What follows belongs to an exercise in optimizing a design on an open flow for small area; a production flow would make more cautious choices. The RTL was checked by simulation tests, not by an equivalence proof against the original design. No activity file was given, so power comes from the tool's default toggle rates.

==> design.v <==
module DSP(A, B, C, D, clk, rst_n, P);
input  [17:0] A, B, D;
input  [47:0] C;
input clk, rst_n;
output reg [47:0] P;
reg [18:0] Sr, S1, S2;
reg [17:0] A0, A1;
reg [2:0] v;
reg [47:0] Q;
  wire [18:0] Ssum = {u53, u52, u51, u50, u49, u48, u47, u46, u45, s19, s17, s15, s13, s11, s9, s7, s5, s3, s1};
always @(posedge clk) begin
  Sr <= Ssum;
  S1 <= Sr;
  S2 <= S1;
  A0 <= A;
  A1 <= A0;
end
always @(posedge clk or negedge rst_n)
  if (!rst_n) v <= 3'b000;
  else        v <= {v[1:0], 1'b1};
wire [17:0] Am = A1 & {18{v[2]}};
  wire [18:0] pp0 = S2 & {19{Am[0]}};
  wire [18:0] pp1 = S2 & {19{Am[1]}};
  wire [18:0] pp2 = S2 & {19{Am[2]}};
  wire [18:0] pp3 = S2 & {19{Am[3]}};
  wire [18:0] pp4 = S2 & {19{Am[4]}};
  wire [18:0] pp5 = S2 & {19{Am[5]}};
  wire [18:0] pp6 = S2 & {19{Am[6]}};
  wire [18:0] pp7 = S2 & {19{Am[7]}};
  wire [18:0] pp8 = S2 & {19{Am[8]}};
  wire [18:0] pp9 = S2 & {19{Am[9]}};
  wire [18:0] pp10 = S2 & {19{Am[10]}};
  wire [18:0] pp11 = S2 & {19{Am[11]}};
  wire [18:0] pp12 = S2 & {19{Am[12]}};
  wire [18:0] pp13 = S2 & {19{Am[13]}};
  wire [18:0] pp14 = S2 & {19{Am[14]}};
  wire [18:0] pp15 = S2 & {19{Am[15]}};
  wire [18:0] pp16 = S2 & {19{Am[16]}};
  wire [18:0] pp17 = S2 & {19{Am[17]}};
  wire s1, c2;
  ha u_s1 (B[0], D[0], s1, c2);
  wire s3, c4;
  fa u_s3 (B[1], D[1], c2, s3, c4);
  wire s5, c6;
  fa u_s5 (B[2], D[2], c4, s5, c6);
  wire s7, c8;
  fa u_s7 (B[3], D[3], c6, s7, c8);
  wire s9, c10;
  fa u_s9 (B[4], D[4], c8, s9, c10);
  wire s11, c12;
  fa u_s11 (B[5], D[5], c10, s11, c12);
  wire s13, c14;
  fa u_s13 (B[6], D[6], c12, s13, c14);
  wire s15, c16;
  fa u_s15 (B[7], D[7], c14, s15, c16);
  wire s17, c18;
  fa u_s17 (B[8], D[8], c16, s17, c18);
  wire s19, c20;
  fa u_s19 (B[9], D[9], c18, s19, c20);
  wire s21, c22;
  ha u_s21 (B[10], D[10], s21, c22);
  wire s23, c24;
  fa u_s23 (B[11], D[11], c22, s23, c24);
  wire s25, c26;
  fa u_s25 (B[12], D[12], c24, s25, c26);
  wire s27, c28;
  fa u_s27 (B[13], D[13], c26, s27, c28);
  wire s29, c30;
  fa u_s29 (B[14], D[14], c28, s29, c30);
  wire s31, c32;
  fa u_s31 (B[15], D[15], c30, s31, c32);
  wire s33, c34;
  fa u_s33 (B[16], D[16], c32, s33, c34);
  wire s35, c36;
  fa u_s35 (B[17], D[17], c34, s35, c36);
  wire t37 = s21;
  wire t38 = t37 & s23;
  wire t39 = t38 & s25;
  wire t40 = t39 & s27;
  wire t41 = t40 & s29;
  wire t42 = t41 & s31;
  wire t43 = t42 & s33;
  wire t44 = t43 & s35;
  wire u45 = s21 ^ (c20 & 1'b1);
  wire u46 = s23 ^ (c20 & t37);
  wire u47 = s25 ^ (c20 & t38);
  wire u48 = s27 ^ (c20 & t39);
  wire u49 = s29 ^ (c20 & t40);
  wire u50 = s31 ^ (c20 & t41);
  wire u51 = s33 ^ (c20 & t42);
  wire u52 = s35 ^ (c20 & t43);
  wire u53 = c36 | (c20 & t44);
  wire s54, c55;
  ha u_s54 (pp0[12], pp10[2], s54, c55);
  wire s56, c57;
  fa u_s56 (pp0[13], pp10[3], pp11[2], s56, c57);
  wire s58, c59;
  ha u_s58 (pp12[1], pp13[0], s58, c59);
  wire s60, c61;
  fa u_s60 (pp0[14], pp10[4], pp11[3], s60, c61);
  wire s62, c63;
  fa u_s62 (pp12[2], pp13[1], pp14[0], s62, c63);
  wire s64, c65;
  ha u_s64 (pp1[13], pp2[12], s64, c65);
  wire s66, c67;
  fa u_s66 (pp0[15], pp10[5], pp11[4], s66, c67);
  wire s68, c69;
  fa u_s68 (pp12[3], pp13[2], pp14[1], s68, c69);
  wire s70, c71;
  fa u_s70 (pp15[0], pp1[14], pp2[13], s70, c71);
  wire s72, c73;
  ha u_s72 (pp3[12], pp4[11], s72, c73);
  wire s74, c75;
  fa u_s74 (pp0[16], pp10[6], pp11[5], s74, c75);
  wire s76, c77;
  fa u_s76 (pp12[4], pp13[3], pp14[2], s76, c77);
  wire s78, c79;
  fa u_s78 (pp15[1], pp16[0], pp1[15], s78, c79);
  wire s80, c81;
  fa u_s80 (pp2[14], pp3[13], pp4[12], s80, c81);
  wire s82, c83;
  ha u_s82 (pp5[11], pp6[10], s82, c83);
  wire s84, c85;
  fa u_s84 (pp0[17], pp10[7], pp11[6], s84, c85);
  wire s86, c87;
  fa u_s86 (pp12[5], pp13[4], pp14[3], s86, c87);
  wire s88, c89;
  fa u_s88 (pp15[2], pp16[1], pp17[0], s88, c89);
  wire s90, c91;
  fa u_s90 (pp1[16], pp2[15], pp3[14], s90, c91);
  wire s92, c93;
  fa u_s92 (pp4[13], pp5[12], pp6[11], s92, c93);
  wire s94, c95;
  ha u_s94 (pp7[10], pp8[9], s94, c95);
  wire s96, c97;
  fa u_s96 (pp0[18], pp10[8], pp11[7], s96, c97);
  wire s98, c99;
  fa u_s98 (pp12[6], pp13[5], pp14[4], s98, c99);
  wire s100, c101;
  fa u_s100 (pp15[3], pp16[2], pp17[1], s100, c101);
  wire s102, c103;
  fa u_s102 (pp1[17], pp2[16], pp3[15], s102, c103);
  wire s104, c105;
  fa u_s104 (pp4[14], pp5[13], pp6[12], s104, c105);
  wire s106, c107;
  fa u_s106 (pp7[11], pp8[10], pp9[9], s106, c107);
  wire s108, c109;
  fa u_s108 (pp10[9], pp11[8], pp12[7], s108, c109);
  wire s110, c111;
  fa u_s110 (pp13[6], pp14[5], pp15[4], s110, c111);
  wire s112, c113;
  fa u_s112 (pp16[3], pp17[2], pp1[18], s112, c113);
  wire s114, c115;
  fa u_s114 (pp2[17], pp3[16], pp4[15], s114, c115);
  wire s116, c117;
  fa u_s116 (pp5[14], pp6[13], pp7[12], s116, c117);
  wire s118, c119;
  ha u_s118 (pp8[11], pp9[10], s118, c119);
  wire s120, c121;
  fa u_s120 (pp10[10], pp11[9], pp12[8], s120, c121);
  wire s122, c123;
  fa u_s122 (pp13[7], pp14[6], pp15[5], s122, c123);
  wire s124, c125;
  fa u_s124 (pp16[4], pp17[3], pp2[18], s124, c125);
  wire s126, c127;
  fa u_s126 (pp3[17], pp4[16], pp5[15], s126, c127);
  wire s128, c129;
  fa u_s128 (pp6[14], pp7[13], pp8[12], s128, c129);
  wire s130, c131;
  fa u_s130 (pp10[11], pp11[10], pp12[9], s130, c131);
  wire s132, c133;
  fa u_s132 (pp13[8], pp14[7], pp15[6], s132, c133);
  wire s134, c135;
  fa u_s134 (pp16[5], pp17[4], pp3[18], s134, c135);
  wire s136, c137;
  fa u_s136 (pp4[17], pp5[16], pp6[15], s136, c137);
  wire s138, c139;
  fa u_s138 (pp10[12], pp11[11], pp12[10], s138, c139);
  wire s140, c141;
  fa u_s140 (pp13[9], pp14[8], pp15[7], s140, c141);
  wire s142, c143;
  fa u_s142 (pp16[6], pp17[5], pp4[18], s142, c143);
  wire s144, c145;
  fa u_s144 (pp10[13], pp11[12], pp12[11], s144, c145);
  wire s146, c147;
  fa u_s146 (pp13[10], pp14[9], pp15[8], s146, c147);
  wire s148, c149;
  fa u_s148 (pp10[14], pp11[13], pp12[12], s148, c149);
  wire s150, c151;
  ha u_s150 (pp0[8], pp1[7], s150, c151);
  wire s152, c153;
  fa u_s152 (pp0[9], pp1[8], pp2[7], s152, c153);
  wire s154, c155;
  ha u_s154 (pp3[6], pp4[5], s154, c155);
  wire s156, c157;
  fa u_s156 (pp0[10], pp10[0], pp1[9], s156, c157);
  wire s158, c159;
  fa u_s158 (pp2[8], pp3[7], pp4[6], s158, c159);
  wire s160, c161;
  ha u_s160 (pp5[5], pp6[4], s160, c161);
  wire s162, c163;
  fa u_s162 (pp0[11], pp10[1], pp11[0], s162, c163);
  wire s164, c165;
  fa u_s164 (pp1[10], pp2[9], pp3[8], s164, c165);
  wire s166, c167;
  fa u_s166 (pp4[7], pp5[6], pp6[5], s166, c167);
  wire s168, c169;
  ha u_s168 (pp7[4], pp8[3], s168, c169);
  wire s170, c171;
  fa u_s170 (pp11[1], pp12[0], pp1[11], s170, c171);
  wire s172, c173;
  fa u_s172 (pp2[10], pp3[9], pp4[8], s172, c173);
  wire s174, c175;
  fa u_s174 (pp5[7], pp6[6], pp7[5], s174, c175);
  wire s176, c177;
  fa u_s176 (pp8[4], pp9[3], s54, s176, c177);
  wire s178, c179;
  fa u_s178 (pp1[12], pp2[11], pp3[10], s178, c179);
  wire s180, c181;
  fa u_s180 (pp4[9], pp5[8], pp6[7], s180, c181);
  wire s182, c183;
  fa u_s182 (pp7[6], pp8[5], pp9[4], s182, c183);
  wire s184, c185;
  fa u_s184 (c55, s58, s56, s184, c185);
  wire s186, c187;
  fa u_s186 (pp3[11], pp4[10], pp5[9], s186, c187);
  wire s188, c189;
  fa u_s188 (pp6[8], pp7[7], pp8[6], s188, c189);
  wire s190, c191;
  fa u_s190 (pp9[5], c59, s64, s190, c191);
  wire s192, c193;
  fa u_s192 (c57, s60, s62, s192, c193);
  wire s194, c195;
  fa u_s194 (pp5[10], pp6[9], pp7[8], s194, c195);
  wire s196, c197;
  fa u_s196 (pp8[7], pp9[6], c65, s196, c197);
  wire s198, c199;
  fa u_s198 (s72, c61, c63, s198, c199);
  wire s200, c201;
  fa u_s200 (s66, s68, s70, s200, c201);
  wire s202, c203;
  fa u_s202 (pp7[9], pp8[8], pp9[7], s202, c203);
  wire s204, c205;
  fa u_s204 (c73, s82, c67, s204, c205);
  wire s206, c207;
  fa u_s206 (c69, c71, s74, s206, c207);
  wire s208, c209;
  fa u_s208 (s76, s78, s80, s208, c209);
  wire s210, c211;
  fa u_s210 (pp9[8], c83, s94, s210, c211);
  wire s212, c213;
  fa u_s212 (c75, c77, c79, s212, c213);
  wire s214, c215;
  fa u_s214 (c81, s84, s86, s214, c215);
  wire s216, c217;
  fa u_s216 (s88, s90, s92, s216, c217);
  wire s218, c219;
  fa u_s218 (c95, c85, c87, s218, c219);
  wire s220, c221;
  fa u_s220 (c89, c91, c93, s220, c221);
  wire s222, c223;
  fa u_s222 (s100, s102, s104, s222, c223);
  wire s224, c225;
  fa u_s224 (s106, s96, s98, s224, c225);
  wire s226, c227;
  fa u_s226 (s118, c101, c103, s226, c227);
  wire s228, c229;
  fa u_s228 (c105, c107, c97, s228, c229);
  wire s230, c231;
  fa u_s230 (c99, s108, s110, s230, c231);
  wire s232, c233;
  fa u_s232 (s112, s114, s116, s232, c233);
  wire s234, c235;
  fa u_s234 (pp9[11], c119, c109, s234, c235);
  wire s236, c237;
  fa u_s236 (c111, c113, c115, s236, c237);
  wire s238, c239;
  fa u_s238 (c117, s120, s122, s238, c239);
  wire s240, c241;
  fa u_s240 (s124, s126, s128, s240, c241);
  wire s242, c243;
  fa u_s242 (pp7[14], pp8[13], pp9[12], s242, c243);
  wire s244, c245;
  fa u_s244 (c121, c123, c125, s244, c245);
  wire s246, c247;
  fa u_s246 (c127, c129, s130, s246, c247);
  wire s248, c249;
  fa u_s248 (s132, s134, s136, s248, c249);
  wire s250, c251;
  fa u_s250 (pp5[17], pp6[16], pp7[15], s250, c251);
  wire s252, c253;
  fa u_s252 (pp8[14], pp9[13], c131, s252, c253);
  wire s254, c255;
  fa u_s254 (c133, c135, c137, s254, c255);
  wire s256, c257;
  fa u_s256 (s138, s140, s142, s256, c257);
  wire s258, c259;
  fa u_s258 (pp16[7], pp17[6], pp5[18], s258, c259);
  wire s260, c261;
  fa u_s260 (pp6[17], pp7[16], pp8[15], s260, c261);
  wire s262, c263;
  fa u_s262 (pp9[14], c139, c141, s262, c263);
  wire s264, c265;
  fa u_s264 (c143, s144, s146, s264, c265);
  wire s266, c267;
  fa u_s266 (pp13[11], pp14[10], pp15[9], s266, c267);
  wire s268, c269;
  fa u_s268 (pp16[8], pp17[7], pp6[18], s268, c269);
  wire s270, c271;
  fa u_s270 (pp7[17], pp8[16], pp9[15], s270, c271);
  wire s272, c273;
  fa u_s272 (c145, c147, s148, s272, c273);
  wire s274, c275;
  fa u_s274 (pp10[15], pp11[14], pp12[13], s274, c275);
  wire s276, c277;
  fa u_s276 (pp13[12], pp14[11], pp15[10], s276, c277);
  wire s278, c279;
  fa u_s278 (pp16[9], pp17[8], pp7[18], s278, c279);
  wire s280, c281;
  fa u_s280 (pp8[17], pp9[16], c149, s280, c281);
  wire s282, c283;
  fa u_s282 (pp10[16], pp11[15], pp12[14], s282, c283);
  wire s284, c285;
  fa u_s284 (pp13[13], pp14[12], pp15[11], s284, c285);
  wire s286, c287;
  fa u_s286 (pp16[10], pp17[9], pp8[18], s286, c287);
  wire s288, c289;
  fa u_s288 (pp10[17], pp11[16], pp12[15], s288, c289);
  wire s290, c291;
  fa u_s290 (pp13[14], pp14[13], pp15[12], s290, c291);
  wire s292, c293;
  fa u_s292 (pp10[18], pp11[17], pp12[16], s292, c293);
  wire s294, c295;
  ha u_s294 (pp0[5], pp1[4], s294, c295);
  wire s296, c297;
  fa u_s296 (pp0[6], pp1[5], pp2[4], s296, c297);
  wire s298, c299;
  ha u_s298 (pp3[3], pp4[2], s298, c299);
  wire s300, c301;
  fa u_s300 (pp0[7], pp1[6], pp2[5], s300, c301);
  wire s302, c303;
  fa u_s302 (pp3[4], pp4[3], pp5[2], s302, c303);
  wire s304, c305;
  ha u_s304 (pp6[1], pp7[0], s304, c305);
  wire s306, c307;
  fa u_s306 (pp2[6], pp3[5], pp4[4], s306, c307);
  wire s308, c309;
  fa u_s308 (pp5[3], pp6[2], pp7[1], s308, c309);
  wire s310, c311;
  fa u_s310 (pp8[0], s150, C[8], s310, c311);
  wire s312, c313;
  fa u_s312 (pp5[4], pp6[3], pp7[2], s312, c313);
  wire s314, c315;
  fa u_s314 (pp8[1], pp9[0], c151, s314, c315);
  wire s316, c317;
  fa u_s316 (s154, s152, C[9], s316, c317);
  wire s318, c319;
  fa u_s318 (pp7[3], pp8[2], pp9[1], s318, c319);
  wire s320, c321;
  fa u_s320 (c155, s160, c153, s320, c321);
  wire s322, c323;
  fa u_s322 (s156, s158, C[10], s322, c323);
  wire s324, c325;
  fa u_s324 (pp9[2], c161, s168, s324, c325);
  wire s326, c327;
  fa u_s326 (c157, c159, s162, s326, c327);
  wire s328, c329;
  fa u_s328 (s164, s166, C[11], s328, c329);
  wire s330, c331;
  fa u_s330 (c169, c163, c165, s330, c331);
  wire s332, c333;
  fa u_s332 (c167, s170, s172, s332, c333);
  wire s334, c335;
  fa u_s334 (s174, s176, C[12], s334, c335);
  wire s336, c337;
  fa u_s336 (c171, c173, c175, s336, c337);
  wire s338, c339;
  fa u_s338 (s178, s180, s182, s338, c339);
  wire s340, c341;
  fa u_s340 (c177, s184, C[13], s340, c341);
  wire s342, c343;
  fa u_s342 (c179, c181, c183, s342, c343);
  wire s344, c345;
  fa u_s344 (s186, s188, s190, s344, c345);
  wire s346, c347;
  fa u_s346 (c185, s192, C[14], s346, c347);
  wire s348, c349;
  fa u_s348 (c187, c189, s194, s348, c349);
  wire s350, c351;
  fa u_s350 (c191, s196, c193, s350, c351);
  wire s352, c353;
  fa u_s352 (s198, s200, C[15], s352, c353);
  wire s354, c355;
  fa u_s354 (c195, s202, c197, s354, c355);
  wire s356, c357;
  fa u_s356 (c199, c201, s204, s356, c357);
  wire s358, c359;
  fa u_s358 (s206, s208, C[16], s358, c359);
  wire s360, c361;
  fa u_s360 (c203, s210, c205, s360, c361);
  wire s362, c363;
  fa u_s362 (c207, c209, s212, s362, c363);
  wire s364, c365;
  fa u_s364 (s214, s216, C[17], s364, c365);
  wire s366, c367;
  fa u_s366 (c211, c213, c215, s366, c367);
  wire s368, c369;
  fa u_s368 (c217, s218, s220, s368, c369);
  wire s370, c371;
  fa u_s370 (s222, s224, C[18], s370, c371);
  wire s372, c373;
  fa u_s372 (c219, c221, c223, s372, c373);
  wire s374, c375;
  fa u_s374 (c225, s226, s228, s374, c375);
  wire s376, c377;
  fa u_s376 (s230, s232, C[19], s376, c377);
  wire s378, c379;
  fa u_s378 (c227, c229, c231, s378, c379);
  wire s380, c381;
  fa u_s380 (c233, s234, s236, s380, c381);
  wire s382, c383;
  fa u_s382 (s238, s240, C[20], s382, c383);
  wire s384, c385;
  fa u_s384 (s242, c235, c237, s384, c385);
  wire s386, c387;
  fa u_s386 (c239, c241, s244, s386, c387);
  wire s388, c389;
  fa u_s388 (s246, s248, C[21], s388, c389);
  wire s390, c391;
  fa u_s390 (c243, s250, c245, s390, c391);
  wire s392, c393;
  fa u_s392 (c247, c249, s252, s392, c393);
  wire s394, c395;
  fa u_s394 (s254, s256, C[22], s394, c395);
  wire s396, c397;
  fa u_s396 (c251, s258, s260, s396, c397);
  wire s398, c399;
  fa u_s398 (c253, c255, c257, s398, c399);
  wire s400, c401;
  fa u_s400 (s262, s264, C[23], s400, c401);
  wire s402, c403;
  fa u_s402 (c259, c261, s266, s402, c403);
  wire s404, c405;
  fa u_s404 (s268, s270, c263, s404, c405);
  wire s406, c407;
  fa u_s406 (c265, s272, C[24], s406, c407);
  wire s408, c409;
  fa u_s408 (c267, c269, c271, s408, c409);
  wire s410, c411;
  fa u_s410 (s274, s276, s278, s410, c411);
  wire s412, c413;
  fa u_s412 (c273, s280, C[25], s412, c413);
  wire s414, c415;
  fa u_s414 (pp9[17], c275, c277, s414, c415);
  wire s416, c417;
  fa u_s416 (c279, s282, s284, s416, c417);
  wire s418, c419;
  fa u_s418 (s286, c281, C[26], s418, c419);
  wire s420, c421;
  fa u_s420 (pp16[11], pp17[10], pp9[18], s420, c421);
  wire s422, c423;
  fa u_s422 (c283, c285, c287, s422, c423);
  wire s424, c425;
  fa u_s424 (s288, s290, C[27], s424, c425);
  wire s426, c427;
  fa u_s426 (pp13[15], pp14[14], pp15[13], s426, c427);
  wire s428, c429;
  fa u_s428 (pp16[12], pp17[11], c289, s428, c429);
  wire s430, c431;
  fa u_s430 (c291, s292, C[28], s430, c431);
  wire s432, c433;
  fa u_s432 (pp11[18], pp12[17], pp13[16], s432, c433);
  wire s434, c435;
  fa u_s434 (pp14[15], pp15[14], pp16[13], s434, c435);
  wire s436, c437;
  fa u_s436 (pp17[12], c293, C[29], s436, c437);
  wire s438, c439;
  fa u_s438 (pp12[18], pp13[17], pp14[16], s438, c439);
  wire s440, c441;
  fa u_s440 (pp15[15], pp16[14], pp17[13], s440, c441);
  wire s442, c443;
  fa u_s442 (pp13[18], pp14[17], pp15[16], s442, c443);
  wire s444, c445;
  ha u_s444 (pp0[3], pp1[2], s444, c445);
  wire s446, c447;
  fa u_s446 (pp0[4], pp1[3], pp2[2], s446, c447);
  wire s448, c449;
  ha u_s448 (pp3[1], pp4[0], s448, c449);
  wire s450, c451;
  fa u_s450 (pp2[3], pp3[2], pp4[1], s450, c451);
  wire s452, c453;
  fa u_s452 (pp5[0], s294, C[5], s452, c453);
  wire s454, c455;
  fa u_s454 (pp5[1], pp6[0], c295, s454, c455);
  wire s456, c457;
  fa u_s456 (s298, s296, C[6], s456, c457);
  wire s458, c459;
  fa u_s458 (c299, s304, c297, s458, c459);
  wire s460, c461;
  fa u_s460 (s300, s302, C[7], s460, c461);
  wire s462, c463;
  fa u_s462 (c305, c301, c303, s462, c463);
  wire s464, c465;
  fa u_s464 (s306, s308, s310, s464, c465);
  wire s466, c467;
  fa u_s466 (c307, c309, s312, s466, c467);
  wire s468, c469;
  fa u_s468 (s314, c311, s316, s468, c469);
  wire s470, c471;
  fa u_s470 (c313, s318, c315, s470, c471);
  wire s472, c473;
  fa u_s472 (s320, c317, s322, s472, c473);
  wire s474, c475;
  fa u_s474 (c319, s324, c321, s474, c475);
  wire s476, c477;
  fa u_s476 (s326, c323, s328, s476, c477);
  wire s478, c479;
  fa u_s478 (c325, c327, s330, s478, c479);
  wire s480, c481;
  fa u_s480 (s332, c329, s334, s480, c481);
  wire s482, c483;
  fa u_s482 (c331, c333, s336, s482, c483);
  wire s484, c485;
  fa u_s484 (s338, c335, s340, s484, c485);
  wire s486, c487;
  fa u_s486 (c337, c339, s342, s486, c487);
  wire s488, c489;
  fa u_s488 (s344, c341, s346, s488, c489);
  wire s490, c491;
  fa u_s490 (c343, s348, c345, s490, c491);
  wire s492, c493;
  fa u_s492 (s350, c347, s352, s492, c493);
  wire s494, c495;
  fa u_s494 (c349, s354, c351, s494, c495);
  wire s496, c497;
  fa u_s496 (s356, c353, s358, s496, c497);
  wire s498, c499;
  fa u_s498 (c355, c357, s360, s498, c499);
  wire s500, c501;
  fa u_s500 (s362, c359, s364, s500, c501);
  wire s502, c503;
  fa u_s502 (c361, c363, s366, s502, c503);
  wire s504, c505;
  fa u_s504 (s368, c365, s370, s504, c505);
  wire s506, c507;
  fa u_s506 (c367, c369, s372, s506, c507);
  wire s508, c509;
  fa u_s508 (s374, c371, s376, s508, c509);
  wire s510, c511;
  fa u_s510 (c373, c375, s378, s510, c511);
  wire s512, c513;
  fa u_s512 (s380, c377, s382, s512, c513);
  wire s514, c515;
  fa u_s514 (c379, c381, s384, s514, c515);
  wire s516, c517;
  fa u_s516 (s386, c383, s388, s516, c517);
  wire s518, c519;
  fa u_s518 (c385, c387, s390, s518, c519);
  wire s520, c521;
  fa u_s520 (s392, c389, s394, s520, c521);
  wire s522, c523;
  fa u_s522 (s396, c391, c393, s522, c523);
  wire s524, c525;
  fa u_s524 (s398, c395, s400, s524, c525);
  wire s526, c527;
  fa u_s526 (c397, s402, c399, s526, c527);
  wire s528, c529;
  fa u_s528 (s404, c401, s406, s528, c529);
  wire s530, c531;
  fa u_s530 (c403, s408, s410, s530, c531);
  wire s532, c533;
  fa u_s532 (c405, c407, s412, s532, c533);
  wire s534, c535;
  fa u_s534 (c409, c411, s414, s534, c535);
  wire s536, c537;
  fa u_s536 (s416, c413, s418, s536, c537);
  wire s538, c539;
  fa u_s538 (s420, c415, c417, s538, c539);
  wire s540, c541;
  fa u_s540 (s422, c419, s424, s540, c541);
  wire s542, c543;
  fa u_s542 (c421, s426, c423, s542, c543);
  wire s544, c545;
  fa u_s544 (s428, c425, s430, s544, c545);
  wire s546, c547;
  fa u_s546 (c427, s432, s434, s546, c547);
  wire s548, c549;
  fa u_s548 (c429, c431, s436, s548, c549);
  wire s550, c551;
  fa u_s550 (c433, c435, s438, s550, c551);
  wire s552, c553;
  fa u_s552 (s440, C[30], c437, s552, c553);
  wire s554, c555;
  fa u_s554 (pp16[15], pp17[14], c439, s554, c555);
  wire s556, c557;
  fa u_s556 (c441, s442, C[31], s556, c557);
  wire s558, c559;
  fa u_s558 (pp14[18], pp15[17], pp16[16], s558, c559);
  wire s560, c561;
  fa u_s560 (pp17[15], c443, C[32], s560, c561);
  wire s562, c563;
  fa u_s562 (pp15[18], pp16[17], pp17[16], s562, c563);
  wire s564, c565;
  ha u_s564 (pp0[2], pp1[1], s564, c565);
  wire s566, c567;
  fa u_s566 (pp2[1], pp3[0], s444, s566, c567);
  wire s568, c569;
  fa u_s568 (c445, s448, s446, s568, c569);
  wire s570, c571;
  fa u_s570 (c449, c447, s450, s570, c571);
  wire s572, c573;
  fa u_s572 (c451, s454, c453, s572, c573);
  wire s574, c575;
  fa u_s574 (c455, s458, c457, s574, c575);
  wire s576, c577;
  fa u_s576 (c459, s462, c461, s576, c577);
  wire s578, c579;
  fa u_s578 (c463, s466, c465, s578, c579);
  wire s580, c581;
  fa u_s580 (c467, s470, c469, s580, c581);
  wire s582, c583;
  fa u_s582 (c471, s474, c473, s582, c583);
  wire s584, c585;
  fa u_s584 (c475, s478, c477, s584, c585);
  wire s586, c587;
  fa u_s586 (c479, s482, c481, s586, c587);
  wire s588, c589;
  fa u_s588 (c483, s486, c485, s588, c589);
  wire s590, c591;
  fa u_s590 (c487, s490, c489, s590, c591);
  wire s592, c593;
  fa u_s592 (c491, s494, c493, s592, c593);
  wire s594, c595;
  fa u_s594 (c495, s498, c497, s594, c595);
  wire s596, c597;
  fa u_s596 (c499, s502, c501, s596, c597);
  wire s598, c599;
  fa u_s598 (c503, s506, c505, s598, c599);
  wire s600, c601;
  fa u_s600 (c507, s510, c509, s600, c601);
  wire s602, c603;
  fa u_s602 (s514, c511, c513, s602, c603);
  wire s604, c605;
  fa u_s604 (c515, s518, c517, s604, c605);
  wire s606, c607;
  fa u_s606 (c519, s522, c521, s606, c607);
  wire s608, c609;
  fa u_s608 (c523, s526, c525, s608, c609);
  wire s610, c611;
  fa u_s610 (s530, c527, c529, s610, c611);
  wire s612, c613;
  fa u_s612 (c531, s534, c533, s612, c613);
  wire s614, c615;
  fa u_s614 (c535, s538, c537, s614, c615);
  wire s616, c617;
  fa u_s616 (c539, s542, c541, s616, c617);
  wire s618, c619;
  fa u_s618 (s546, c543, c545, s618, c619);
  wire s620, c621;
  fa u_s620 (c547, s550, s552, s620, c621);
  wire s622, c623;
  fa u_s622 (c551, s554, s556, s622, c623);
  wire s624, c625;
  fa u_s624 (s558, c555, c557, s624, c625);
  wire s626, c627;
  fa u_s626 (c559, s562, C[33], s626, c627);
  wire s628, c629;
  fa u_s628 (pp16[18], pp17[17], c563, s628, c629);
  wire s630, c631;
  ha u_s630 (pp0[1], pp1[0], s630, c631);
  wire s632, c633;
  fa u_s632 (pp2[0], s564, C[2], s632, c633);
  wire s634, c635;
  fa u_s634 (c565, s566, C[3], s634, c635);
  wire s636, c637;
  fa u_s636 (c567, s568, C[4], s636, c637);
  wire s638, c639;
  fa u_s638 (c569, s570, s452, s638, c639);
  wire s640, c641;
  fa u_s640 (c571, s456, s572, s640, c641);
  wire s642, c643;
  fa u_s642 (s460, c573, s574, s642, c643);
  wire s644, c645;
  fa u_s644 (c575, s576, s464, s644, c645);
  wire s646, c647;
  fa u_s646 (c577, s468, s578, s646, c647);
  wire s648, c649;
  fa u_s648 (s472, c579, s580, s648, c649);
  wire s650, c651;
  fa u_s650 (s476, c581, s582, s650, c651);
  wire s652, c653;
  fa u_s652 (s480, c583, s584, s652, c653);
  wire s654, c655;
  fa u_s654 (s484, c585, s586, s654, c655);
  wire s656, c657;
  fa u_s656 (s488, c587, s588, s656, c657);
  wire s658, c659;
  fa u_s658 (s492, c589, s590, s658, c659);
  wire s660, c661;
  fa u_s660 (s496, c591, s592, s660, c661);
  wire s662, c663;
  fa u_s662 (s500, c593, s594, s662, c663);
  wire s664, c665;
  fa u_s664 (s504, c595, s596, s664, c665);
  wire s666, c667;
  fa u_s666 (s508, c597, s598, s666, c667);
  wire s668, c669;
  fa u_s668 (s512, c599, s600, s668, c669);
  wire s670, c671;
  fa u_s670 (s516, c601, s602, s670, c671);
  wire s672, c673;
  fa u_s672 (s520, c603, s604, s672, c673);
  wire s674, c675;
  fa u_s674 (s524, c605, s606, s674, c675);
  wire s676, c677;
  fa u_s676 (s528, c607, s608, s676, c677);
  wire s678, c679;
  fa u_s678 (s532, c609, s610, s678, c679);
  wire s680, c681;
  fa u_s680 (s536, c611, s612, s680, c681);
  wire s682, c683;
  fa u_s682 (s540, c613, s614, s682, c683);
  wire s684, c685;
  fa u_s684 (s544, c615, s616, s684, c685);
  wire s686, c687;
  fa u_s686 (s548, c617, s618, s686, c687);
  wire s688, c689;
  fa u_s688 (c549, c619, s620, s688, c689);
  wire s690, c691;
  fa u_s690 (c553, s622, c621, s690, c691);
  wire s692, c693;
  fa u_s692 (s560, s624, c623, s692, c693);
  wire s694, c695;
  fa u_s694 (c561, s626, c625, s694, c695);
  wire s696, c697;
  fa u_s696 (s628, C[34], c627, s696, c697);
  wire s698, c699;
  fa u_s698 (pp17[18], c629, C[35], s698, c699);
  wire s700, c701;
  ha u_s700 (pp0[0], C[0], s700, c701);
  wire s702, c703;
  fa u_s702 (s630, C[1], c701, s702, c703);
  wire s704, c705;
  fa u_s704 (c631, s632, c703, s704, c705);
  wire s706, c707;
  fa u_s706 (c633, s634, c705, s706, c707);
  wire s708, c709;
  fa u_s708 (c635, s636, c707, s708, c709);
  wire s710, c711;
  fa u_s710 (c637, s638, c709, s710, c711);
  wire s712, c713;
  fa u_s712 (c639, s640, c711, s712, c713);
  wire s714, c715;
  fa u_s714 (c641, s642, c713, s714, c715);
  wire s716, c717;
  ha u_s716 (c643, s644, s716, c717);
  wire s718, c719;
  ha u_s718 (c645, s646, s718, c719);
  wire s720, c721;
  ha u_s720 (c647, s648, s720, c721);
  wire s722, c723;
  ha u_s722 (c649, s650, s722, c723);
  wire s724, c725;
  ha u_s724 (c651, s652, s724, c725);
  wire s726, c727;
  ha u_s726 (c653, s654, s726, c727);
  wire s728, c729;
  ha u_s728 (c655, s656, s728, c729);
  wire s730, c731;
  ha u_s730 (c657, s658, s730, c731);
  wire s732, c733;
  ha u_s732 (c659, s660, s732, c733);
  wire s734, c735;
  ha u_s734 (c661, s662, s734, c735);
  wire s736, c737;
  ha u_s736 (c663, s664, s736, c737);
  wire s738, c739;
  ha u_s738 (c665, s666, s738, c739);
  wire s740, c741;
  ha u_s740 (c667, s668, s740, c741);
  wire s742, c743;
  ha u_s742 (c669, s670, s742, c743);
  wire s744, c745;
  ha u_s744 (c671, s672, s744, c745);
  wire s746, c747;
  ha u_s746 (c673, s674, s746, c747);
  wire s748, c749;
  ha u_s748 (c675, s676, s748, c749);
  wire s750, c751;
  ha u_s750 (c677, s678, s750, c751);
  wire s752, c753;
  ha u_s752 (c679, s680, s752, c753);
  wire s754, c755;
  ha u_s754 (c681, s682, s754, c755);
  wire s756, c757;
  ha u_s756 (c683, s684, s756, c757);
  wire s758, c759;
  ha u_s758 (c685, s686, s758, c759);
  wire s760, c761;
  ha u_s760 (c687, s688, s760, c761);
  wire s762, c763;
  ha u_s762 (c689, s690, s762, c763);
  wire s764, c765;
  ha u_s764 (s692, c691, s764, c765);
  wire s766, c767;
  ha u_s766 (c693, s694, s766, c767);
  wire s768, c769;
  ha u_s768 (s696, c695, s768, c769);
  wire s770, c771;
  ha u_s770 (s698, c697, s770, c771);
  wire s772, c773;
  ha u_s772 (C[36], c699, s772, c773);
  wire g774 = c717 | (s716 & c715);
  wire g775 = c719 | (s718 & g774);
  wire p776 = s718 & s716;
  wire g777 = c723 | (s722 & c721);
  wire p778 = s722 & s720;
  wire g779 = c727 | (s726 & c725);
  wire p780 = s726 & s724;
  wire g781 = c731 | (s730 & c729);
  wire p782 = s730 & s728;
  wire g783 = c735 | (s734 & c733);
  wire p784 = s734 & s732;
  wire g785 = c739 | (s738 & c737);
  wire p786 = s738 & s736;
  wire g787 = c743 | (s742 & c741);
  wire p788 = s742 & s740;
  wire g789 = c747 | (s746 & c745);
  wire p790 = s746 & s744;
  wire g791 = c751 | (s750 & c749);
  wire p792 = s750 & s748;
  wire g793 = c755 | (s754 & c753);
  wire p794 = s754 & s752;
  wire g795 = c759 | (s758 & c757);
  wire p796 = s758 & s756;
  wire g797 = c763 | (s762 & c761);
  wire p798 = s762 & s760;
  wire g799 = c767 | (s766 & c765);
  wire p800 = s766 & s764;
  wire g801 = c771 | (s770 & c769);
  wire p802 = s770 & s768;
  wire g803 = g777 | (p778 & g775);
  wire p804 = p778 & p776;
  wire g805 = g781 | (p782 & g779);
  wire p806 = p782 & p780;
  wire g807 = g785 | (p786 & g783);
  wire p808 = p786 & p784;
  wire g809 = g789 | (p790 & g787);
  wire p810 = p790 & p788;
  wire g811 = g793 | (p794 & g791);
  wire p812 = p794 & p792;
  wire g813 = g797 | (p798 & g795);
  wire p814 = p798 & p796;
  wire g815 = g801 | (p802 & g799);
  wire p816 = p802 & p800;
  wire g817 = g805 | (p806 & g803);
  wire p818 = p806 & p804;
  wire g819 = g809 | (p810 & g807);
  wire p820 = p810 & p808;
  wire g821 = g813 | (p814 & g811);
  wire p822 = p814 & p812;
  wire g823 = g819 | (p820 & g817);
  wire p824 = p820 & p818;
  wire g825 = g821 | (p822 & g823);
  wire p826 = p822 & p824;
  wire g827 = g807 | (p808 & g817);
  wire p828 = p808 & p818;
  wire g829 = g811 | (p812 & g823);
  wire p830 = p812 & p824;
  wire g831 = g815 | (p816 & g825);
  wire p832 = p816 & p826;
  wire g833 = g779 | (p780 & g803);
  wire p834 = p780 & p804;
  wire g835 = g783 | (p784 & g817);
  wire p836 = p784 & p818;
  wire g837 = g787 | (p788 & g827);
  wire p838 = p788 & p828;
  wire g839 = g791 | (p792 & g823);
  wire p840 = p792 & p824;
  wire g841 = g795 | (p796 & g829);
  wire p842 = p796 & p830;
  wire g843 = g799 | (p800 & g825);
  wire p844 = p800 & p826;
  wire g845 = c721 | (s720 & g775);
  wire p846 = s720 & p776;
  wire g847 = c725 | (s724 & g803);
  wire p848 = s724 & p804;
  wire g849 = c729 | (s728 & g833);
  wire p850 = s728 & p834;
  wire g851 = c733 | (s732 & g817);
  wire p852 = s732 & p818;
  wire g853 = c737 | (s736 & g835);
  wire p854 = s736 & p836;
  wire g855 = c741 | (s740 & g827);
  wire p856 = s740 & p828;
  wire g857 = c745 | (s744 & g837);
  wire p858 = s744 & p838;
  wire g859 = c749 | (s748 & g823);
  wire p860 = s748 & p824;
  wire g861 = c753 | (s752 & g839);
  wire p862 = s752 & p840;
  wire g863 = c757 | (s756 & g829);
  wire p864 = s756 & p830;
  wire g865 = c761 | (s760 & g841);
  wire p866 = s760 & p842;
  wire g867 = c765 | (s764 & g825);
  wire p868 = s764 & p826;
  wire g869 = c769 | (s768 & g843);
  wire p870 = s768 & p844;
  wire g871 = c773 | (s772 & g831);
  wire p872 = s772 & p832;
  wire r873 = s716 ^ c715;
  wire r874 = s718 ^ g774;
  wire r875 = s720 ^ g775;
  wire r876 = s722 ^ g845;
  wire r877 = s724 ^ g803;
  wire r878 = s726 ^ g847;
  wire r879 = s728 ^ g833;
  wire r880 = s730 ^ g849;
  wire r881 = s732 ^ g817;
  wire r882 = s734 ^ g851;
  wire r883 = s736 ^ g835;
  wire r884 = s738 ^ g853;
  wire r885 = s740 ^ g827;
  wire r886 = s742 ^ g855;
  wire r887 = s744 ^ g837;
  wire r888 = s746 ^ g857;
  wire r889 = s748 ^ g823;
  wire r890 = s750 ^ g859;
  wire r891 = s752 ^ g839;
  wire r892 = s754 ^ g861;
  wire r893 = s756 ^ g829;
  wire r894 = s758 ^ g863;
  wire r895 = s760 ^ g841;
  wire r896 = s762 ^ g865;
  wire r897 = s764 ^ g825;
  wire r898 = s766 ^ g867;
  wire r899 = s768 ^ g843;
  wire r900 = s770 ^ g869;
  wire r901 = s772 ^ g831;
  wire i902 = ~C[37];
  wire s903, c904;
  ha u_s903 (C[38], C[37], s903, c904);
  wire s905, c906;
  ha u_s905 (C[39], c904, s905, c906);
  wire s907, c908;
  ha u_s907 (C[40], c906, s907, c908);
  wire s909, c910;
  ha u_s909 (C[41], c908, s909, c910);
  wire s911, c912;
  ha u_s911 (C[42], c910, s911, c912);
  wire s913, c914;
  ha u_s913 (C[43], c912, s913, c914);
  wire s915, c916;
  ha u_s915 (C[44], c914, s915, c916);
  wire s917, c918;
  ha u_s917 (C[45], c916, s917, c918);
  wire s919, c920;
  ha u_s919 (C[46], c918, s919, c920);
  wire s921, c922;
  ha u_s921 (C[47], c920, s921, c922);
  wire r923 = g871 ? i902 : C[37];
  wire r924 = g871 ? s903 : C[38];
  wire r925 = g871 ? s905 : C[39];
  wire r926 = g871 ? s907 : C[40];
  wire r927 = g871 ? s909 : C[41];
  wire r928 = g871 ? s911 : C[42];
  wire r929 = g871 ? s913 : C[43];
  wire r930 = g871 ? s915 : C[44];
  wire r931 = g871 ? s917 : C[45];
  wire r932 = g871 ? s919 : C[46];
  wire r933 = g871 ? s921 : C[47];
  wire [47:0] SUM = {r933, r932, r931, r930, r929, r928, r927, r926, r925, r924, r923, r901, r900, r899, r898, r897, r896, r895, r894, r893, r892, r891, r890, r889, r888, r887, r886, r885, r884, r883, r882, r881, r880, r879, r878, r877, r876, r875, r874, r873, s714, s712, s710, s708, s706, s704, s702, s700};
always @(posedge clk or negedge rst_n)
  if (!rst_n) begin
    Q <= 48'd0;
    P <= 48'd0;
  end else begin
    Q <= SUM;
    P <= Q;
  end
endmodule
module fa(input a, input b, input c, output s, output co);
  assign s = a ^ b ^ c;
  assign co = (a & b) | (a & c) | (b & c);
endmodule
module ha(input a, input b, output s, output co);
  assign s = a ^ b;
  assign co = a & b;
endmodule
==> flow/run.sh <==
#!/bin/bash
set -euo pipefail
export BUFFER_PORTS_ARGS="-buffer_cell sky130_fd_sc_hd__buf_1"
export CTS_ARGS="-sink_clustering_enable -repair_clock_nets -dont_use_dummy_load -buf_list sky130_fd_sc_hd__clkbuf_8 -sink_clustering_size 30 -sink_clustering_max_diameter 80"
bash standard.sh > standard.log 2>&1
==> standard.sh <==
#!/bin/bash
# synth_recipe.tcl (not shown) runs the flow's synth.tcl, then flattens the netlist and writes it again
# the make line also repeats each setting of config.mk as NAME=value (left out here)
make -C /OpenROAD-flow-scripts/flow DESIGN_CONFIG=/design/flow/config.mk WORK_HOME=/design/flow/orfs CLKGATE_MAP_FILE= SYNTH_SCRIPT=/design/flow/synth_recipe.tcl "${@:-finish}"
==> config.mk <==
export PLATFORM = sky130hd
export DESIGN_NAME = DSP
export DESIGN_NICKNAME = DSP
export VERILOG_FILES = /design/flow/design.v
export SDC_FILE = /design/flow/constraint.sdc
export NUM_CORES = 4
export LEC_CHECK = 0
export ABC_AREA = 1
export CAP_MARGIN = 20
export CORE_MARGIN = 2
export CORE_UTILIZATION = 40
export GPL_TIMING_DRIVEN = 0
export PLACE_DENSITY = 0.6
export SLEW_MARGIN = 20
export SYNTH_HIERARCHICAL = 1
export SYNTH_MINIMUM_KEEP_SIZE = 0
==> constraint.sdc <==
create_clock -name core_clock -period 7.0 [get_ports {clk}]
set_input_delay 1.4000 -clock core_clock [delete_from_list [all_inputs] [get_ports {clk}]]
set_output_delay 1.4000 -clock core_clock [all_outputs]
set_load 0.01 [all_outputs]
==> flow_metrics.env, run 1 <==
export IMPL_status="finished clean"
export IMPL_start_util=0.404
export IMPL_ioPinCount=152
export IMPL_grt_pass1_vias=10000
export IMPL_synth_top_family_by_area="adder cells"
export IMPL_min_path_type="reg -> reg"
export IMPL_max_freq_ghz=0.150
export IMPL_clk_pin_slew_worst_paths_ns=0.11
export IMPL_firstDrtPassIters=5
export IMPL_min_from="S1[4]"
export IMPL_place_ws_ns=-0.183
export IMPL_die_x_um=193
export IMPL_routed_via_count=8892
export IMPL_area_growth_pct=10.2
export IMPL_tightest_slew_ns=0.681
export IMPL_cts_root_buf="clkbuf_8"
export IMPL_synth_mux_area_frac=0.00785
export IMPL_dp_hpwl_um=25700
export IMPL_routed_wl_um=32800
export IMPL_detail_route_wl_per_cell_um=18.3
export IMPL_track_usage=0.188
export IMPL_layout_commonest_cell="nor2_1"
export IMPL_p_leak_nw=7.52
export IMPL_setup_viol=0
export IMPL_synth_net_count=1673
export IMPL_layout_common_cells="nor2_1, fa_1, buf_1, dfrtp_1, dfxtp_1"
export IMPL_setup_slack_ns=0.325
export IMPL_netlist_cell_type_count=31
export IMPL_synth_compound_gate_area_share=0.00811
export IMPL_r2r_worst_path_cells=30
export IMPL_maxCapViolations=0
export IMPL_grt_antenna_before_repair=0
export IMPL_timing_rr_end="Q[42]"
export IMPL_cp_arrival_ns=7.04
export IMPL_diodes=0
export IMPL_port_buffers=151
export IMPL_num_rows=69
export IMPL_synthSimpleGateAreaFrac=0.121
export IMPL_holdPathEnd="S2[4]"
export IMPL_grt_max_degree=33
export IMPL_worstSetupPathType="reg -> reg"
export IMPL_grt_pass1_wl_um=53800
export IMPL_drcViolationCount=0
export IMPL_grt_overflow_total=0
export IMPL_r2r_slack_ns=0.32
export IMPL_viasPerCell=4.95
export IMPL_dieArea_um2=37400
export IMPL_final_util=0.446
export IMPL_syn_cell_area_um2=14300
export IMPL_synth_xor_xnor_area_share=0.0121
export IMPL_synth_area_top_cells="fa_1, dfrtp_1, dfxtp_1"
export IMPL_avgSynthCellArea_um2=12.3
export IMPL_yosysWarnings=7
export IMPL_synth_top_area_frac=0.458
export IMPL_crit_required_ns=7.36
export IMPL_crit_top_cell="fa_1"
export IMPL_rsz0062_at_grt="no"
export IMPL_power_mw=7.68
export IMPL_dieHeight_um=193
export IMPL_cp_slowest_stage_delay_ns=0.50
export IMPL_clock_sinks=192
export IMPL_ys_ff_latch=192
export IMPL_cts_buffers=17
export IMPL_cp_end_kind="register"
export IMPL_crit_slowest_cell="fa_1"
export IMPL_routabilityCongestion=0.888
export IMPL_drtIter0Drc=622
export IMPL_slew_viol_final=0
export IMPL_period_needed_ns=6.68
export IMPL_r2r_start="v[2]"
export IMPL_cts_tree="yes"
export IMPL_cp_max_fo=10
export IMPL_tns_ns=0
export IMPL_fin_crit_sh=0.954
export IMPL_syn_inst=1164
export IMPL_timing_hold_ws_ns=0.313
export IMPL_synth_fa_ha_area_frac=0.525
export IMPL_finalHoldViolCount=0
export IMPL_core_area_um2=35500
export IMPL_nets=1846
export IMPL_cts_setup_buffers=0
export IMPL_p_per_area_nw_per_um2=486
export IMPL_htreeDepth=4
export IMPL_ir_worst_vdd_mv=0.409
export IMPL_synth_top_area_cell="fa_1"
export IMPL_ys_seq_area_frac=0.302
export IMPL_holdPathStages=0
export IMPL_ant_nets=0
export IMPL_layout_drive_gt1_share=0.0637
export IMPL_critPathLaunchType="register"
export IMPL_max_slew_margin_rel=0.546
export IMPL_clk_latency_ns=0.50
export IMPL_finClkSkew_ns=0.0339
export IMPL_clock_path_buffers=2
power by group:
part / switching (mW) / total (mW) / internal (mW)
logic: 3.10 / 5.49 / 2.40
clock network: 0.350 / 0.565 / 0.215
registers: 0.0781 / 1.62 / 1.54
how the worst max path moves through the flow:
stage | from | to
2_1_floorplan | C[0] | Q[38]
3_3_place_gp | C[0] | Q[38]
3_5_place_dp | C[0] | Q[42]
4_1_cts | v[2] | Q[42]
5_1_grt | v[2] | Q[39]
6_report | v[2] | Q[42]
state kept, by name (all words and copies together), names as in the netlist:
signal and count:
Q 48, v 3, A0 18, S1 19, A1 18, P 48, Sr 19, S2 19
cell type report:
cell class / count / area, um2
fill: 3388 / 19700
inverter: 41 / 154
sequential: 192 / 4340
clock buffer: 17 / 234
timing repair buffer: 154 / 628
multi-input combinational: 891 / 9690
buffer: 40 / 184
tap: 461 / 577
modules after synthesis, one instance, submodules excluded:
module	cells	flops+latches
DSP	776	192
fa	1	0
ha	1	0
cell usage after synthesis:
library cell  count
a21o_1            2
nor3_1            1
nor2_4            2
nand3_2           1
xnor2_1          13
xor2_1            5
nand2_2          18
nand3_1           4
mux2_2           10
inv_1            22
a21oi_2           1
a31o_2            2
and3_4            1
fa_1            328
nand4_1           1
clkbuf_1         19
dfrtp_1          99
buf_2            19
clkinv_1         19
or2_2             1
ha_1             77
buf_4             2
conb_1            1
nand2_4           1
dfxtp_1          93
a21oi_1          12
nor2_2            1
nand2_1          42
xor2_2            1
nor2_1          364
o21bai_1          2
routing by layer:
layer / up-vias / routed length [um] / part of all wire / track usage
met5: - / 0 / 0 / 0
met4: 0 / 1080 / 0.033 / 0.0698
met3: 62 / 2390 / 0.073 / 0.0476
met2: 361 / 16000 / 0.49 / 0.308
met1: 4593 / 13300 / 0.41 / 0.242
li1: 3876 / - / - / -
critical path, delay by kind of cell (launching register included):
family	cells	cell delay (ns)
buffers and inverters	3	0.48
AND/OR/NAND/NOR	15	1.54
multiplexers	1	0.36
flip-flops	1	0.37
adder cells (fa/ha/maj)	11	3.81
through the flow:
| step | std cells | area (um2) |
|---|---|---|
| after floorplan | 1164 | 14300 |
| after global placement | 1776 | 15500 |
| after detailed placement | 1779 | 15600 |
| after CTS | 1796 | 15800 |
| after global routing | 1796 | 15800 |
| final | 1796 | 15800 |
repair_timing:
item,4_1_cts,5_1_grt
hold buffers,0,0
endpoints found under the setup margin,0,10
resized for setup,0,7
logic make-up after synthesis:
kind of cell	count (synthesis)
simple gates	437
fa+ha+maj	405
flops	192
buf+inv	81
compound gates	19
xor+xnor	19
mux	10
other cells	1
==> inputs of run 2 (changes only) <==
==> flow/run.sh (replaced) <==
#!/bin/bash
set -euo pipefail
export BUFFER_PORTS_ARGS="-buffer_cell sky130_fd_sc_hd__buf_1"
export CTS_ARGS="-sink_clustering_enable -repair_clock_nets -dont_use_dummy_load -buf_list sky130_fd_sc_hd__clkbuf_8 -sink_buffer_max_cap_derate 0.03"
bash standard.sh > standard.log 2>&1
==> run 2 against run 1 <==
Against the previous run:
- area after synthesis is the same
- sequential share of layout area is the same
- sequential power is essentially flat
- synthesized cell count is the same
- die area is the same
- largest cell class unchanged
==> flow_metrics.env, run 2 <==
export IMPL_netlist_cell_type_count=31
export IMPL_grt_overflow_total=0
export IMPL_port_buffers=151
export IMPL_grt_antenna_before_repair=0
export IMPL_cp_arrival_ns=7.04
export IMPL_synth_area_top_cells="fa_1, dfrtp_1, dfxtp_1"
export IMPL_syn_cell_area_um2=14300
export IMPL_ir_worst_vdd_mv=0.409
export IMPL_finClkSkew_ns=0.0339
export IMPL_viasPerCell=4.95
export IMPL_synth_top_area_cell="fa_1"
export IMPL_synth_top_area_frac=0.458
export IMPL_clk_latency_ns=0.50
export IMPL_grt_pass1_wl_um=53800
export IMPL_routed_via_count=8892
export IMPL_ioPinCount=152
export IMPL_max_slew_margin_rel=0.546
export IMPL_syn_inst=1164
export IMPL_worstSetupPathType="reg -> reg"
export IMPL_avgSynthCellArea_um2=12.3
export IMPL_place_ws_ns=-0.183
export IMPL_firstDrtPassIters=5
export IMPL_dieHeight_um=193
export IMPL_ys_flop_type="dfrtp_1"
export IMPL_setup_viol=0
export IMPL_detail_route_wl_per_cell_um=18.3
export IMPL_ys_seq_area_frac=0.302
export IMPL_cp_end_kind="register"
export IMPL_crit_slowest_cell="fa_1"
export IMPL_synthTopCellsByCount="nor2_1, fa_1, dfrtp_1, dfxtp_1, ha_1"
export IMPL_layout_drive_gt1_share=0.0637
export IMPL_p_leak_nw=7.52
export IMPL_finalHoldViolCount=0
export IMPL_area_growth_pct=10.2
export IMPL_cts_root_buf="clkbuf_8"
export IMPL_status="finished clean"
export IMPL_crit_top_cell="fa_1"
export IMPL_fin_crit_sh=0.954
export IMPL_min_path_type="reg -> reg"
export IMPL_cts_buffers=17
export IMPL_die_x_um=193
export IMPL_layout_common_cells="nor2_1, fa_1, buf_1, dfrtp_1, dfxtp_1"
export IMPL_synth_net_count=1673
export IMPL_critPathLaunchType="register"
export IMPL_tightest_slew_ns=0.681
export IMPL_start_util=0.404
export IMPL_p_per_area_nw_per_um2=486
export IMPL_clk_pin_slew_worst_paths_ns=0.11
export IMPL_track_usage=0.188
export IMPL_grt_pass1_vias=10000
export IMPL_layout_commonest_cell="nor2_1"
export IMPL_routabilityCongestion=0.888
export IMPL_rsz0062_at_grt="no"
export IMPL_num_rows=69
export IMPL_synthArstFlopShare=0.516
export IMPL_dp_hpwl_um=25700
export IMPL_ant_nets=0
export IMPL_synth_edff_count=0
export IMPL_max_freq_ghz=0.150
export IMPL_yosysMostFrequentCell="nor2_1"
export IMPL_maxCapViolations=0
export IMPL_dieArea_um2=37400
export IMPL_period_needed_ns=6.68
export IMPL_placed_cells=1779
export IMPL_crit_required_ns=7.36
export IMPL_grt_max_degree=33
export IMPL_drtIter0Drc=622
export IMPL_routed_wl_um=32800
export IMPL_clock_path_buffers=2
export IMPL_setup_slack_ns=0.325
export IMPL_drcViolationCount=0
export IMPL_cp_max_fo=10
export IMPL_clock_sinks=192
export IMPL_layout_cells_non_filler=1796
export IMPL_diodes=0
export IMPL_core_area_um2=35500
export IMPL_cts_tree="yes"
export IMPL_cp_slowest_stage_delay_ns=0.50
export IMPL_yosysWarnings=7
export IMPL_ys_ff_latch=192
export IMPL_slew_viol_final=0
export IMPL_nets=1846
export IMPL_htreeDepth=4
export IMPL_top_regs="P x48, Q x48"
## run 2: cell counts after synthesis
No cell type changed its count.
## run 2: cell type report
type	count	area (um2)
inverter	41	154
sequential	192	4340
timing repair buffer	154	628
fill	3388	19700
clock buffer	17	234
tap	461	577
multi-input combinational	891	9690
buffer	40	184
## run 2: power by group
part	internal [mW]	total [mW]	leakage (nW)	switching (mW)
Combinational	2.40	5.49	5.46	3.10
Clock	0.215	0.565	0.122	0.350
Sequential	1.54	1.62	1.94	0.0781
Total	4.15	7.68	7.52	3.52
## run 2: path summary, 6_finish.rpt
check	from	endpoint	slack [ns]	cells past startpoint
worst max-delay path	v[2]	Q[42]	0.32	30
worst min-delay path	S1[4]	S2[4]	0.31	0
worst max register to register	v[2]	Q[42]	0.32	30
worst min register to register	S1[4]	S2[4]	0.31	0
max in group asynchronous	rst_n	Q[17]	5.53	3
min in group asynchronous	rst_n	P[38]	0.78	1
## run 2: kinds of logic (layout without fill, tap and decap cells)
group / Yosys count / in the layout / synth area share
AND/OR/NAND/NOR: 437 / 437 / 0.121
adder cells (fa/ha/maj): 405 / 405 / 0.525
flip-flops: 192 / 192 / 0.302
buffers and inverters: 81 / 252 / 0.0234
AO/OA/AOI/OAI: 19 / 19 / 0.00811
XOR/XNOR: 19 / 19 / 0.0121
multiplexers: 10 / 10 / 0.00785
other: 1 / 1 / 0.000261
## run 2: timing repair
action                                  in CTS  in global routing
endpoints found under the setup margin       0                 10
resized for setup                            0                  7
hold buffers                                 0                  0
setup buffers                                0                  0
## run 2: through the flow
stage                     total power, mW  hold slack, ns  area, um2  utilization  TNS (ns)
after CTS                            7.84           0.310      15800        0.445         0
after global placement               7.14           0.312      15500        0.437    -0.832
after detailed placement             7.21           0.312      15600        0.438     -1.55
after global routing                 8.74           0.309      15800        0.446         0
final                                7.68           0.313      15800        0.446         0
after floorplan                      5.85           0.310      14300            -         0
## run 2: critical path: cells and delay by family (launching register included)
family        cells  cell delay [ns]
fa+ha+maj        11             3.81
buf+inv           3             0.48
flops             1             0.37
mux               1             0.36
simple gates     15             1.54
## run 2: per-layer routing
layer / GRT usage / share of wire / wire, um / vias up
met1: 0.242 / 0.41 / 13300 / 4593
met3: 0.0476 / 0.073 / 2390 / 62
met4: 0.0698 / 0.033 / 1080 / 0
met2: 0.308 / 0.49 / 16000 / 361
met5: 0 / 0 / 0 / -
li1: - / - / - / 3876
## run 2: Yosys stat by module, one instance, submodules excluded
module / cells / copies in the design
DSP: 776 / 1
ha: 1 / 60
fa: 1 / 328
==> inputs of run 3 (changes only) <==
==> flow/run.sh (replaced) <==
#!/bin/bash
set -euo pipefail
export BUFFER_PORTS_ARGS="-buffer_cell sky130_fd_sc_hd__buf_1"
export CTS_ARGS="-sink_clustering_enable -repair_clock_nets -dont_use_dummy_load -buf_list sky130_fd_sc_hd__clkbuf_16"
bash standard.sh > standard.log 2>&1
==> run 3 against run 2 <==
Against the previous run:
- clock power increased by 42%
- critical path depth unchanged
- combinational power about the same
- count of clock-buffer cells in the layout unchanged
- synthesized cell count unchanged
- largest cell class unchanged
==> flow_metrics.env, run 3 <==
export IMPL_status="finished clean"
export IMPL_period_needed_ns=6.66
export IMPL_drtIter0Drc=548
export IMPL_cp_arrival_ns=6.98
export IMPL_top_regs="P x48, Q x48"
export IMPL_yosysMostFrequentCell="nor2_1"
export IMPL_finClkSkew_ns=0.0229
export IMPL_routabilityCongestion=0.888
export IMPL_clk_latency_ns=0.45
export IMPL_combPwrFrac=0.694
export IMPL_synth_area_top_cells="fa_1, dfrtp_1, dfxtp_1"
export IMPL_max_slew_margin_rel=0.546
export IMPL_clock_sinks=192
export IMPL_ant_nets=0
export IMPL_htreeDepth=4
export IMPL_cp_max_fo=10
export IMPL_firstDrtPassIters=5
export IMPL_cp_slowest_stage_delay_ns=0.50
export IMPL_ir_worst_vdd_mv=0.409
export IMPL_max_freq_ghz=0.150
export IMPL_ys_flop_type="dfrtp_1"
export IMPL_slew_viol_final=0
export IMPL_place_area_um2=15600
export IMPL_fin_crit_sh=0.952
export IMPL_clkPwrFrac=0.101
export IMPL_cts_root_buf="clkbuf_16"
export IMPL_port_buffers=151
export IMPL_synth_net_count=1673
export IMPL_yosysWarnings=7
export IMPL_tns_ns=0
export IMPL_grt_max_degree=33
export IMPL_detail_route_wl_per_cell_um=18.4
export IMPL_syn_cell_area_um2=14300
export IMPL_core_area_um2=35500
export IMPL_critPathTopFamily="adder cells"
export IMPL_crit_slowest_cell="fa_1"
export IMPL_crit_buf_inv=3
export IMPL_dieArea_um2=37400
export IMPL_synth_edff_count=0
export IMPL_diodes=0
export IMPL_avgSynthCellArea_um2=12.3
export IMPL_placed_cells=1779
export IMPL_n_fill_cell=3356
export IMPL_p_leak_nw=7.61
export IMPL_setup_slack_ns=0.336
export IMPL_final_util=0.451
export IMPL_start_util=0.404
export IMPL_layout_drive_gt1_share=0.0637
export IMPL_tightest_slew_ns=0.681
export IMPL_place_ws_ns=-0.183
export IMPL_cts_tree="yes"
export IMPL_rsz0062_at_grt="no"
export IMPL_num_rows=69
export IMPL_layout_commonest_cell="nor2_1"
export IMPL_routed_wl_um=33000
export IMPL_dieHeight_um=193
export IMPL_grt_pass1_wl_um=54200
export IMPL_synthArstFlopShare=0.516
export IMPL_multi_input_area_um2=9690
export IMPL_netlist_cell_type_count=31
export IMPL_layout_common_cells="nor2_1, fa_1, buf_1, dfrtp_1, dfxtp_1"
export IMPL_ys_seq_area_frac=0.302
export IMPL_ioPinCount=152
export IMPL_ys_ff_latch=192
export IMPL_worstSetupPathType="reg -> reg"
export IMPL_nets=1846
export IMPL_power_mw=7.92
export IMPL_p_per_area_nw_per_um2=495
export IMPL_viasPerCell=4.97
export IMPL_track_usage=0.189
export IMPL_grt_antenna_before_repair=0
export IMPL_clock_path_buffers=2
export IMPL_grt_pass1_vias=10100
export IMPL_share_seq_of_total_power=0.205
export IMPL_clk_pin_slew_worst_paths_ns=0.07
export IMPL_timing_hold_ws_ns=0.315
export IMPL_die_x_um=193
export IMPL_critPathLaunchType="register"
export IMPL_setup_viol=0
export IMPL_dp_hpwl_um=25700
export IMPL_min_path_type="reg -> reg"
export IMPL_synthTopCellsByCount="nor2_1, fa_1, dfrtp_1, dfxtp_1, ha_1"
export IMPL_final_area_um2=16000
export IMPL_grt_overflow_total=0
export IMPL_synth_top_area_cell="fa_1"
export IMPL_crit_required_ns=7.32
export IMPL_internal_power_mw=4.36
export IMPL_synth_top_area_frac=0.458
export IMPL_area_growth_pct=11.5
export IMPL_cts_buffers=17
export IMPL_drcViolationCount=0
export IMPL_p_sw_mw=3.55
export IMPL_seq_area_um2=4340
export IMPL_layout_cells_non_filler=1796
export IMPL_p_sw_frac=0.449
export IMPL_finalHoldViolCount=0
export IMPL_syn_inst=1164
export IMPL_cts_setup_buffers=0
export IMPL_cp_end_kind="register"
export IMPL_routed_via_count=8932
export IMPL_maxCapViolations=0
export IMPL_crit_top_cell="fa_1"
-- run 3: cell counts after synthesis --
No cell type changed its count.
-- run 3: kinds of logic (layout without fill, tap and decap cells) --
family                   count (synthesis)  count (layout)  synth area share
AND/OR/NAND/NOR                        437             437             0.121
flip-flops                             192             192             0.302
other                                    1               1          0.000261
buffers and inverters                   81             252            0.0234
XOR/XNOR                                19              19            0.0121
multiplexers                            10              10           0.00785
adder cells (fa/ha/maj)                405             405             0.525
AO/OA/AOI/OAI                           19              19           0.00811
-- run 3: area by class of cell --
cell class	instances	area share
buffer	40	0.0115
tap	461	0.0361
sequential	192	0.271
timing repair buffer	154	0.0393
multi-input combinational	891	0.606
clock buffer	17	0.0266
inverter	41	0.00962
-- run 3: power by group through the flow --
| stage | combinational [mW] | sequential (mW) | clock [mW] |
|---|---|---|---|
| floorplan | 4.16 | 1.70 | 0 |
| global placement | 5.49 | 1.65 | 0 |
| detailed placement | 5.56 | 1.65 | 0 |
| CTS | 5.61 | 1.63 | 0.836 |
| global route | 6.45 | 1.66 | 0.875 |
| finish | 5.49 | 1.63 | 0.801 |
-- run 3: modules after synthesis (local to each module, per instance) --
| module | cells inside | flops+latches |
|---|---|---|
| DSP | 776 | 192 |
| fa | 1 | 0 |
| ha | 1 | 0 |
-- run 3: path summary, 6_finish.rpt --
check / startpoint / to / slack [ns] / cells after the start
min in group asynchronous: rst_n / P[38] / 0.82 / 1
worst max-delay path: v[2] / Q[42] / 0.34 / 30
worst max register to register: v[2] / Q[42] / 0.34 / 30
max in group asynchronous: rst_n / Q[17] / 5.48 / 3
worst min register to register: A0[14] / A1[14] / 0.31 / 0
worst min-delay path: A0[14] / A1[14] / 0.31 / 0
-- run 3: timing repair --
action                                  CTS  global route
hold buffers                              0             0
endpoints found under the setup margin    0            10
resized for setup                         0             7
-- run 3: per-layer routing --
layer / vias to the layer above / track usage / wire [um]
met5: - / 0 / 0
met4: 0 / 0.0673 / 1030
met3: 63 / 0.0492 / 2510
met2: 360 / 0.313 / 16100
met1: 4630 / 0.242 / 13300
li1: 3879 / - / -
==> inputs of run 4 (changes only) <==
==> flow/run.sh (replaced) <==
#!/bin/bash
set -euo pipefail
export BUFFER_PORTS_ARGS="-buffer_cell sky130_fd_sc_hd__buf_1"
export CTS_ARGS="-sink_clustering_enable -repair_clock_nets -dont_use_dummy_load -buf_list sky130_fd_sc_hd__clkbuf_8"
bash standard.sh > standard.log 2>&1
--- a/config.mk
+++ b/config.mk
@@ -11,3 +11,2 @@
 export CORE_UTILIZATION = 40
-export GPL_TIMING_DRIVEN = 0
 export PLACE_DENSITY = 0.6
==> run 4 against run 3 <==
Against the previous run:
- still clean
- cell count fell by 0.17%
- first-iteration DRC count rose by 1.3%
- synthesized cell count did not move
- hold slack got worse by 0.013 ns
- clock skew rose by 0.018 ns
- sequential share of layout area rose by 0.28 points
- clock power fell by 31%
- core utilization fell by 0.46 points
- non-clock buffer count fell by 5
- flip-flop and latch count did not move
- sequential power barely moved
- count of clock-buffer cells in the layout did not move
- critical path type unchanged
- critical endpoint is now Q[38]
- largest cell class unchanged
==> flow_metrics.env, run 4 <==
export IMPL_status="finished clean"
export IMPL_setup_viol=0
export IMPL_start_util=0.404
export IMPL_dieHeight_um=193
export IMPL_crit_top_cell="fa_1"
export IMPL_grt_pass1_wl_um=55200
export IMPL_synth_xor_xnor_area_share=0.0121
export IMPL_cts_root_buf="clkbuf_8"
export IMPL_max_slew_margin_rel=0.493
export IMPL_routed_via_count=8859
export IMPL_dieArea_um2=37400
export IMPL_num_rows=69
export IMPL_avgSynthCellArea_um2=12.3
export IMPL_syn_cell_area_um2=14300
export IMPL_cp_arrival_ns=6.90
export IMPL_layout_commonest_cell="nor2_1"
export IMPL_p_sw_frac=0.458
export IMPL_synth_fa_ha_area_frac=0.525
export IMPL_grt_max_degree=58
export IMPL_area_growth_pct=10.4
export IMPL_synthSimpleGateAreaFrac=0.121
export IMPL_cp_slowest_stage_delay_ns=0.53
export IMPL_die_x_um=193
export IMPL_grt_antenna_before_repair=2
export IMPL_routed_wl_um=33100
export IMPL_placed_cells=1774
export IMPL_internal_power_mw=4.19
export IMPL_min_path_type="reg -> reg"
export IMPL_dp_hpwl_um=25800
export IMPL_wl_met1_um=12900
export IMPL_synth_top_area_cell="fa_1"
export IMPL_p_leak_nw=7.57
export IMPL_period_needed_ns=6.55
export IMPL_routabilityCongestion=0.853
export IMPL_critPathLaunchType="register"
export IMPL_postCtsHoldBufs=0
export IMPL_synth_compound_gate_area_share=0.00811
export IMPL_track_usage=0.192
export IMPL_top_regs="P x48, Q x48"
export IMPL_port_buffers=151
export IMPL_cp_end_kind="register"
export IMPL_p_per_area_nw_per_um2=488
export IMPL_synth_area_top_cells="fa_1, dfrtp_1, dfxtp_1"
export IMPL_crit_slowest_cell="fa_1"
export IMPL_multi_input_area_um2=9670
export IMPL_n_fill_cell=3320
export IMPL_drtIter0Drc=555
export IMPL_crit_required_ns=7.35
export IMPL_power_mw=7.72
export IMPL_grt_overflow_total=0
export IMPL_cts_buffers=17
export IMPL_synth_net_count=1673
export IMPL_ant_nets=0
export IMPL_core_area_um2=35500
export IMPL_viasPerCell=4.94
export IMPL_ioPinCount=152
export IMPL_synth_top_area_frac=0.458
export IMPL_synth_edff_count=0
export IMPL_yosysMostFrequentCell="nor2_1"
export IMPL_layout_drive_gt1_share=0.0714
export IMPL_layout_common_cells="nor2_1, fa_1, buf_1, dfrtp_1, dfxtp_1"
export IMPL_final_util=0.446
export IMPL_synth_mux_area_frac=0.00785
export IMPL_synth_top_family_by_area="adder cells"
export IMPL_combPwrFrac=0.719
export IMPL_max_freq_ghz=0.153
export IMPL_grt_pass1_vias=10400
export IMPL_htreeDepth=4
export IMPL_finClkSkew_ns=0.0412
export IMPL_wl_met3_um=2420
export IMPL_rsz0062_at_grt="no"
[run 4: Yosys stat by module (local to each module, per instance)]
module,cells,times used,cell area (um2)
ha,1,60,12.5
fa,1,328,20.0
DSP,776,1,7030
[run 4: stage by stage]
stage          setup WS (ns)  hold WS, ns  TNS (ns)  cell area (um2)
2_1_floorplan          0.500        0.310         0            14300
3_3_place_gp          0.0364        0.310         0            15600
3_5_place_dp         -0.0139        0.312    -0.110            15600
4_1_cts                0.413        0.307         0            15800
5_1_grt               0.0993        0.304         0            15800
6_report               0.445        0.301         0            15800
[run 4: area by class of cell]
type	instances	share of cell area
antenna	2	0.000316
multi-input combinational	891	0.611
clock buffer	17	0.0148
timing repair buffer	189	0.0540
inverter	41	0.00972
sequential	192	0.274
tap	461	0.0364
[run 4: path summary, 6_finish.rpt]
check | to | depth (start not counted) | from | slack, ns
max | Q[38] | 29 | v[2] | 0.45
min | S2[12] | 0 | S1[12] | 0.30
max reg2reg | Q[38] | 29 | v[2] | 0.45
min reg2reg | S2[12] | 0 | S1[12] | 0.30
max in group asynchronous | v[2] | 2 | rst_n | 4.83
min in group asynchronous | Q[41] | 1 | rst_n | 0.94
[run 4: cells by family after synthesis]
family / after synthesis
DFF: 192
and+or+nand+nor: 437
xor gates and xnor gates: 19
adders and majority gates: 405
muxes: 10
AOI/OAI and AO/OA: 19
buffers and inverters: 81
other: 1
[run 4: routing by layer]
metal / up-vias / GRT usage
li1: 3867 / -
met1: 4561 / 0.235
met2: 363 / 0.326
met3: 68 / 0.0460
met4: 0 / 0.0809
met5: - / 0
[run 4: critical path: cells and delay by family (launching register included)]
kind	cells	cell delay (ns)
adder cells (fa/ha/maj)	10	3.59
buffers and inverters	3	0.52
multiplexers	1	0.35
flip-flops	1	0.37
AND/OR/NAND/NOR	15	1.63
[run 4: power groups by stage]
stage / Sequential [mW] / Clock (mW) / Combinational, mW
finish: 1.62 / 0.553 / 5.55
global route: 1.66 / 0.628 / 6.49
CTS: 1.63 / 0.588 / 5.67
detailed placement: 1.65 / 0 / 5.63
global placement: 1.65 / 0 / 5.51
floorplan: 1.70 / 0 / 4.16

Setup slack of run 4, layout unchanged: 0.445 ns with ideal ports, 0.445 ns with driving cells assumed (clock clkbuf_16, inputs buf_2), 0.005 ns with port delays also shifted by the 0.520 ns mid clock arrival.
